Context: an optimization exercise on an open-source flow, tuned for small area and a short achievable clock period. The choices shown serve that exercise and are no tape-out recipe.
At most, simulation tests tie the RTL to the original design; equivalence was not proved.

Setup of nickel:
// fft
module fft(rst,s,x0,x1,x2,x3,x4,x5,x6,x7,real_out,img_out,clk);
Size: ~10000 cells after synthesis.
==> flow/config.mk <==
export PLATFORM = sky130hd
export DESIGN_NAME = fft
export DESIGN_NICKNAME = fft
export VERILOG_FILES = /design/flow/design.v
export SDC_FILE = /design/flow/constraint.sdc
export NUM_CORES = 8
export LEC_CHECK = 0
export CAP_MARGIN = 20
export CORE_MARGIN = 2
export CORE_UTILIZATION = 40
export SLEW_MARGIN = 20
==> flow/constraint.sdc <==
create_clock -name core_clock -period 72.0 [get_ports {clk}]
set_input_delay 14.4000 -clock core_clock [delete_from_list [all_inputs] [get_ports {clk}]]
set_output_delay 14.4000 -clock core_clock [all_outputs]
set_load 0.01 [all_outputs]
run.sh (not shown) runs the stock make flow with config.mk's settings and CLKGATE_MAP_FILE= SYNTH_SCRIPT=/design/flow/synth_recipe.tcl, a recipe that flattens the netlist after the stock synthesis.
nickel completed end to end with timing, DRC and antenna clean.
Relative to nickel, the following input files were edited for onyx:
- ABC_AREA newly set to 1
==> run summary <==
Having completed the whole flow, onyx delivered a layout that passed the timing, DRC and antenna checks. In the flow results for nickel and onyx, the final cell count without fillers is smaller on nickel. nickel has higher tapcell count than onyx. Finished layout cell area was lower in onyx than in nickel. Sort nickel and onyx by largest net degree at the start of global routing, ascending, and nickel comes first. Comparing the two runs side by side, onyx comes out ahead of nickel on fmax.
No run of this note included a check of the RTL's function; only the layout flow was run.

* * *

## job 101
fft, a different RTL version from the one above (not shown whole).
Size: ~360 flip-flops, ~330 I/O pins, ~67000 sq um of cells after synthesis.
clock: 72.0 ns
lec_check: 0
abc_area: 1
cap_margin: 20
core_margin: 2
core_utilization: 40
slew_margin: 20
standard.sh (not shown) runs the stock make flow with config.mk's settings and CLKGATE_MAP_FILE= SYNTH_SCRIPT=/design/flow/synth_recipe.tcl, a recipe that flattens the netlist after the stock synthesis.
==> flow/flow/run.sh <==
#!/bin/bash
# The standard layout (standard.sh) with these changes:
#  - synthesis: the standard flow's synthesis script (synth_recipe.tcl, unchanged) runs
#    with ORFS's own ABC script, and without Yosys's extract_fa, so ABC maps the adders too. Registers are mapped before either step, so they
#    are the standard synthesis's;
#  - the timing repair steps (floorplan, CTS, global route) aim for a setup
#    slack of SETUP_SLACK_MARGIN ns; the SDC and clock period are unchanged;
#  - every input and output port gets a buf_2 as its buffer.
# Tool output: standard.log here, and ORFS's logs under orfs/logs.
set -e
W=$PWD
cat > $W/synth_own.tcl <<EOT
proc extract_fa {args} { puts "extract_fa skipped" }
proc abc {args} {
  set i [lsearch -exact \$args -script]
  if {\$i >= 0 && "" ne ""} { lset args [expr {\$i + 1}] $W/flow/ }
  yosys abc {*}\$args
}
source $W/synth_recipe.tcl
EOT
sed -e "s|SYNTH_SCRIPT=[^ ]*|SYNTH_SCRIPT=$W/synth_own.tcl|" standard.sh > standard_own.sh
export SETUP_SLACK_MARGIN=48
export BUFFER_PORTS_ARGS="-buffer_cell sky130_fd_sc_hd__buf_2"
bash standard_own.sh > standard.log 2>&1
Input-level comparison between job 102 and job 101:
-- flow/flow/run.sh --
<<< job 101, line 4
#    with ORFS's own ABC script, and without Yosys's extract_fa, so ABC maps the adders too. Registers are mapped before either step, so they
>>> job 102, line 4
#    with ABC's area mapper (flow/abc_amap.script) in place of ORFS's abc_area.script, and without Yosys's extract_fa, so ABC maps the adders too. Registers are mapped before either step, so they
<<< job 101, line 16
  if {\$i >= 0 && "" ne ""} { lset args [expr {\$i + 1}] $W/flow/ }
>>> job 102, line 16
  if {\$i >= 0 && "abc_amap.script" ne ""} { lset args [expr {\$i + 1}] $W/flow/abc_amap.script }
<<< job 101, line 22
export SETUP_SLACK_MARGIN=48
>>> job 102, line 22
export SETUP_SLACK_MARGIN=44
==> flow/flow/abc_amap.script (new file) <==
strash
balance
rewrite
refactor
balance
rewrite
rewrite -z
balance
refactor -z
rewrite -z
balance
dch
amap -m -F 2 -A 8
topo
stime -c
buffer -c
upsize -c
dnsize -c
Notes after the runs:
- Routability-driven placement congestion ratio (lower): job 102
- The faster design of the two is job 101; job 102 tops out lower.
- Job 102: cell count along the critical path 19 above job 101
- First-pass GRT wire length: job 102 < job 101
- Looking at footprint of the multi-input gates, job 102 sits about 20% below job 101.
- When job 102 is set beside job 101, its post-layout worst setup margin turns out to be 3.87 ns smaller.
- | time the worst path needs with I/O delays and setup | lower: job 101 |

* * *

fft, a different RTL version from the one above (not shown whole).
For scale: ~12000 cells after synthesis, about 360 flip-flops, about 330 I/O pins, ~0.073 sq mm of cells after synthesis.
Settings: LEC_CHECK=0, ABC_AREA=1, CAP_MARGIN=20, CORE_MARGIN=2, CORE_UTILIZATION=40, SLEW_MARGIN=20; clock period 72.0 ns.
==> flow/flow/run.sh <==
#!/bin/bash
export SETUP_SLACK_MARGIN=47
bash standard.sh > standard.log 2>&1
The first run passed the timing, DRC and antenna checks.
Rerun with:
==> flow/run.sh (new file) <==
#!/bin/bash
# synth_recipe.tcl (not shown) runs the flow's synth.tcl, then flattens the netlist and writes it again
# the make line also repeats each setting of config.mk as NAME=value (left out here)
make -C /OpenROAD-flow-scripts/flow DESIGN_CONFIG=/design/flow/config.mk WORK_HOME=/design/flow/orfs CLKGATE_MAP_FILE= SYNTH_SCRIPT=/design/flow/synth_recipe.tcl finish
Settings changed: CORE_UTILIZATION 40 to 65, PLACE_DENSITY set to 0.75.
removed: flow/flow/run.sh
removed: flow/standard.sh
After rerunning: Routed wire length came out lower by 6.2%; final area came out lower by 3.4%; die area came out lower by about 40%; register-to-register slack barely changes; synthesized cell count does not change; global-route usage came out higher by 15 points; non-clock buffer count came out lower by 50; critical path depth came out higher by 6; clock-buffer cell count stays the same; setup slack loses 2.6 ns.
Rerun with:
==> flow/flow/run.sh (new file) <==
#!/bin/bash
cp standard.sh standard_copy.log 2>/dev/null
export SETUP_SLACK_MARGIN=47
bash standard.sh > standard.log 2>&1
==> flow/standard.sh (new file) <==
#!/bin/bash
# synth_recipe.tcl (not shown) runs the flow's synth.tcl, then flattens the netlist and writes it again
# the make line also repeats each setting of config.mk as NAME=value (left out here)
make -C /OpenROAD-flow-scripts/flow DESIGN_CONFIG=/design/flow/config.mk WORK_HOME=/design/flow/orfs CLKGATE_MAP_FILE= SYNTH_SCRIPT=/design/flow/synth_recipe.tcl "${@:-finish}"
Settings changed: CORE_UTILIZATION 65 to 40, PLACE_DENSITY 0.75 to not set.
removed: flow/run.sh
Area after synthesis stays the same.
Global-route usage is lower by 15 points.
Setup slack improves by 2.6 ns.
Rerun with:
==> flow/run.sh (new file) <==
#!/bin/bash
# synth_recipe.tcl (not shown) runs the flow's synth.tcl, then flattens the netlist and writes it again
# the make line also repeats each setting of config.mk as NAME=value (left out here)
make -C /OpenROAD-flow-scripts/flow DESIGN_CONFIG=/design/flow/config.mk WORK_HOME=/design/flow/orfs CLKGATE_MAP_FILE= SYNTH_SCRIPT=/design/flow/synth_recipe.tcl finish
removed: flow/flow/run.sh
removed: flow/standard.sh
- The new run completed with no timing, DRC or antenna violations
- sequential share of layout area increases by 0.18 points
- fmax decreases by 10%
- design area drops by 2.2%

* * *

Setup of build 36:
fft with an RTL version that a note above also has.
Size: about 9200 cells after synthesis, roughly 360 flip-flops, roughly 330 I/O pins, about 53000 µm² of cells after synthesis.
clock: 72.0 ns
lec_check: 0
abc_area: 1
cap_margin: 20
core_margin: 2
core_utilization: 40
slew_margin: 20
==> flow/flow/run.sh <==
#!/bin/bash
# The standard layout (standard.sh) with these changes:
#  - synthesis: the standard flow's synthesis script (synth_recipe.tcl, unchanged) runs
#    with ABC's area mapper (flow/abc_amap.script) in place of ORFS's abc_area.script, and without Yosys's extract_fa, so ABC maps the adders too. Registers are mapped before either step, so they
#    are the standard synthesis's;
#  - the timing repair steps (floorplan, CTS, global route) aim for a setup
#    slack of SETUP_SLACK_MARGIN ns; the SDC and clock period are unchanged;
#  - every input and output port gets a buf_2 as its buffer.
# Tool output: standard.log here, and ORFS's logs under orfs/logs.
set -e
W=$PWD
cat > $W/synth_own.tcl <<EOT
proc extract_fa {args} { puts "extract_fa skipped" }
proc abc {args} {
  set i [lsearch -exact \$args -script]
  if {\$i >= 0 && "abc_amap.script" ne ""} { lset args [expr {\$i + 1}] $W/flow/abc_amap.script }
  yosys abc {*}\$args
}
source $W/synth_recipe.tcl
EOT
sed -e "s|SYNTH_SCRIPT=[^ ]*|SYNTH_SCRIPT=$W/synth_own.tcl|" standard.sh > standard_own.sh
export SETUP_SLACK_MARGIN=43
export BUFFER_PORTS_ARGS="-buffer_cell sky130_fd_sc_hd__buf_2"
bash standard_own.sh > standard.log 2>&1
==> flow/flow/abc_amap.script <==
strash
balance
rewrite
refactor
balance
rewrite
rewrite -z
balance
refactor -z
rewrite -z
balance
dch
amap
topo
stime -c
buffer -c
upsize -c
dnsize -c
Build 36: PASS, flow complete, no timing, DRC or antenna violations
Modified inputs, build 58 compared to build 36
Settings: changing CORE_UTILIZATION from 40 to 65; setting PLACE_DENSITY to 0.8 for the first time.
-- flow/flow/run.sh --
<<< build 36, line 20
EOT
sed -e "s|SYNTH_SCRIPT=[^ ]*|SYNTH_SCRIPT=$W/synth_own.tcl|" standard.sh > standard_own.sh
export SETUP_SLACK_MARGIN=43
export BUFFER_PORTS_ARGS="-buffer_cell sky130_fd_sc_hd__buf_2"
bash standard_own.sh > standard.log 2>&1
>>> build 58, line 20
EOT
sed -e "s|SYNTH_SCRIPT=[^ ]*|SYNTH_SCRIPT=$W/synth_own.tcl|" standard.sh > standard_own.sh
export SETUP_SLACK_MARGIN=45
export BUFFER_PORTS_ARGS="-buffer_cell sky130_fd_sc_hd__buf_2"
bash standard_own.sh > standard.log 2>&1
==> comparison <==
- Compared with build 36, build 58 shows count of buffers not belonging to the clock network in the layout higher by 91.
- Per the comparison of build 58 with build 36, maximum frequency increased by 2.9% relative to the old numbers; sequential fraction of total cell area decreased by 0.30 points relative to the old numbers.
- Build 36 → build 58: post-CTS setup buffer count rose by 7; post-layout net count rose by 113; largest net degree at the start of global routing rose by 15.
- Build 36 -> build 58: global-route wire length before repair decreased by a few percent
- Delta (build 58 minus build 36): total instance count after detailed placement went down.
For build 55, these inputs were changed with respect to build 58:
Settings: clearing PLACE_DENSITY, which used to be 0.8; swapping 65 for 40 in CORE_UTILIZATION.
==> flow/flow/run.sh <==
#!/bin/bash
export SETUP_SLACK_MARGIN=50
export BUFFER_PORTS_ARGS="-buffer_cell sky130_fd_sc_hd__buf_2"
bash standard.sh > standard.log 2>&1
removed: flow/flow/abc_amap.script
Notes after the runs:
- Worst setup path startpoint = qW[14]: build 55; worst setup path startpoint = qW[1]: build 58
- Compared with build 58, met1 routed wirelength after detailed routing in build 55 increased by more than a quarter.
- Note that the routed wire length recorded for build 55 amounts to 1.3 times the value seen in build 58.
- Compared to build 58, build 55 shows a wider setup margin.
- | number of violations reported at the end of detailed-routing iteration 0 | build 55 vs build 58 | 5649 lower |
- Per the comparison of build 55 with build 58, post-placement cell count saw an increase.
> inputs changed (build 55 -> build 79)
==> flow/flow/run.sh <==
#!/bin/bash
# The standard layout (standard.sh) with these changes:
#  - synthesis: the standard flow's synthesis script (synth_recipe.tcl, unchanged) runs
#    with ABC's area mapper (flow/abc_amap.script) in place of ORFS's abc_area.script, and without Yosys's extract_fa, so ABC maps the adders too. Registers are mapped before either step, so they
#    are the standard synthesis's;
#  - the timing repair steps (floorplan, CTS, global route) aim for a setup
#    slack of SETUP_SLACK_MARGIN ns; the SDC and clock period are unchanged;
#  - every input and output port gets a buf_1 as its buffer.
# Tool output: standard.log here, and ORFS's logs under orfs/logs.
set -e
W=$PWD
cat > $W/synth_own.tcl <<EOT
proc extract_fa {args} { puts "extract_fa skipped" }
proc abc {args} {
  set i [lsearch -exact \$args -script]
  if {\$i >= 0 && "abc_amap.script" ne ""} { lset args [expr {\$i + 1}] $W/flow/abc_amap.script }
  yosys abc {*}\$args
}
source $W/synth_recipe.tcl
EOT
sed -e "s|SYNTH_SCRIPT=[^ ]*|SYNTH_SCRIPT=$W/synth_own.tcl|" standard.sh > standard_own.sh
export SETUP_SLACK_MARGIN=44
export BUFFER_PORTS_ARGS="-buffer_cell sky130_fd_sc_hd__buf_1"
bash standard_own.sh > standard.log 2>&1
==> flow/flow/abc_amap.script (new file) <==
strash
balance
rewrite
refactor
balance
rewrite
rewrite -z
balance
refactor -z
rewrite -z
balance
dch
amap
topo
stime -c
buffer -c
upsize -c
dnsize -c
--- outcome ---
The final reports for build 79 and build 55 show initial core utilization higher in the former.
In the tables for build 55 and build 79, gate count of the mapped netlist reads lower with build 79.
Build 79 reports a lower number of gates resized after CTS than build 55 does.
The minimum clock period in build 79 sits 3820 ps above the value recorded for build 55.
Relative to build 55, number of search-and-repair iterations in the first detailed-routing pass has increased by 1 in build 79.
Looking at final worst clock skew, build 79 sits 12 ps lower than build 55 does.
Changes in build 7 relative to build 79:
-- flow/flow/run.sh --
<<< build 79, line 6
#  - the timing repair steps (floorplan, CTS, global route) aim for a setup
#    slack of SETUP_SLACK_MARGIN ns; the SDC and clock period are unchanged;
#  - every input and output port gets a buf_1 as its buffer.
# Tool output: standard.log here, and ORFS's logs under orfs/logs.
set -e
>>> build 7, line 6
#  - the timing repair steps (floorplan, CTS, global route) aim for a setup
#    slack of SETUP_SLACK_MARGIN ns; the SDC and clock period are unchanged;
#  - every input and output port gets a buf_2 as its buffer.
# Tool output: standard.log here, and ORFS's logs under orfs/logs.
set -e
<<< build 79, line 20
EOT
sed -e "s|SYNTH_SCRIPT=[^ ]*|SYNTH_SCRIPT=$W/synth_own.tcl|" standard.sh > standard_own.sh
export SETUP_SLACK_MARGIN=44
export BUFFER_PORTS_ARGS="-buffer_cell sky130_fd_sc_hd__buf_1"
bash standard_own.sh > standard.log 2>&1
>>> build 7, line 20
EOT
sed -e "s|SYNTH_SCRIPT=[^ ]*|SYNTH_SCRIPT=$W/synth_own.tcl|" standard.sh > standard_own.sh
export SETUP_SLACK_MARGIN=48
export BUFFER_PORTS_ARGS="-buffer_cell sky130_fd_sc_hd__buf_2"
bash standard_own.sh > standard.log 2>&1
==> flow/flow/abc_amap.script <==
strash
dch
amap
topo
stime -c
buffer -c
upsize -c
dnsize -c
Summary across build 7 and build 79: the single failing run is build 7.
Diff build 79 -> build 7: die area now larger; pin count of the biggest net entering global routing now smaller; non-filler instance count after layout now larger.
Diff build 79 -> build 7 | final weighted congestion in routability-driven placement | up slightly
Build 79 → build 7: arrival time at the worst endpoint saw an increase, synthesized instance count saw an increase.
The inputs of build 52 differ from those of build 7 as listed below.
-- flow/flow/run.sh --
<<< build 7, line 20
EOT
sed -e "s|SYNTH_SCRIPT=[^ ]*|SYNTH_SCRIPT=$W/synth_own.tcl|" standard.sh > standard_own.sh
export SETUP_SLACK_MARGIN=48
export BUFFER_PORTS_ARGS="-buffer_cell sky130_fd_sc_hd__buf_2"
bash standard_own.sh > standard.log 2>&1
>>> build 52, line 20
EOT
sed -e "s|SYNTH_SCRIPT=[^ ]*|SYNTH_SCRIPT=$W/synth_own.tcl|" standard.sh > standard_own.sh
export SETUP_SLACK_MARGIN=40
export BUFFER_PORTS_ARGS="-buffer_cell sky130_fd_sc_hd__buf_2"
bash standard_own.sh > standard.log 2>&1
==> flow/flow/abc_amap.script <==
strash
balance
rewrite
refactor
balance
rewrite
rewrite -z
balance
refactor -z
rewrite -z
balance
dch
amap
topo
stime -c
buffer -c
upsize -c
dnsize -c
## What came out
Build 52 | stages: all done | timing, DRC, antenna: all pass. Looking only at via count, and setting everything else aside, the higher value of build 52 and build 7 goes to build 7. Summary of build 52 over build 7: via count of the first global-routing pass moved down.

==> what the ideal ports hide <==
In the flow no input, the clock included, has a driving cell. The finished layouts below were timed again as built, in two steps. Step 1 assumes that a clkbuf_16 drives the clock port and a buf_2 every other input. Step 2, shift: input delay + t, output delay - t, t = (earliest + latest rising clock arrival at the registers) / 2. This alone moves slack from input paths to output paths. Slacks: ideal ports / drivers / drivers and shift; pairs: ideal ports / drivers.
run | t, ns | setup WS [ns] | hold WS [ns] | worst register clock-pin slew, ns
nickel | 0.666 | 42.951 / 42.889 / 43.117 | 0.450 / 0.450 / 0.450 | 0.07 / 0.07
onyx | 0.659 | 44.438 / 44.363 / 44.911 | 0.430 / 0.430 / 0.430 | 0.07 / 0.07
job 101 | 0.674 | 48.726 / 48.664 / 48.306 | 0.334 / 0.334 / 0.334 | 0.07 / 0.07
job 102 | 0.652 | 44.855 / 44.787 / 44.998 | 0.339 / 0.339 / 0.339 | 0.08 / 0.08
the first run of note 3 | 0.676 | 47.532 / 47.466 / 47.208 | 0.381 / 0.381 / 0.381 | 0.10 / 0.10
the second run of note 3 | 0.669 | 44.943 / 44.881 / 45.433 | 0.588 / 0.588 / 0.588 | 0.08 / 0.08
the third run of note 3 | 0.676 | 47.532 / 47.466 / 47.208 | 0.381 / 0.381 / 0.381 | 0.10 / 0.10
the fourth run of note 3 | 0.675 | 44.828 / 44.761 / 45.436 | 0.384 / 0.384 / 0.384 | 0.11 / 0.11
build 36 | 0.661 | 44.289 / 44.215 / 44.414 | 0.308 / 0.308 / 0.308 | 0.08 / 0.08
build 58 | 0.664 | 45.080 / 45.006 / 45.035 | 0.314 / 0.314 / 0.314 | 0.08 / 0.08
build 55 | 0.669 | 48.842 / 48.773 / 49.144 | 0.334 / 0.334 / 0.334 | 0.09 / 0.09
build 79 | 0.663 | 45.019 / 44.947 / 44.622 | 0.333 / 0.333 / 0.333 | 0.07 / 0.07
build 7 | 0.655 | 44.429 / 44.360 / 44.469 | 0.328 / 0.328 / 0.328 | 0.07 / 0.07
build 52 | 0.657 | 43.686 / 43.613 / 43.593 | 0.308 / 0.308 / 0.308 | 0.08 / 0.08
For job 101, which loses most, drivers alone change the setup slack by -0.062 ns; drivers and shift together by -0.420 ns.
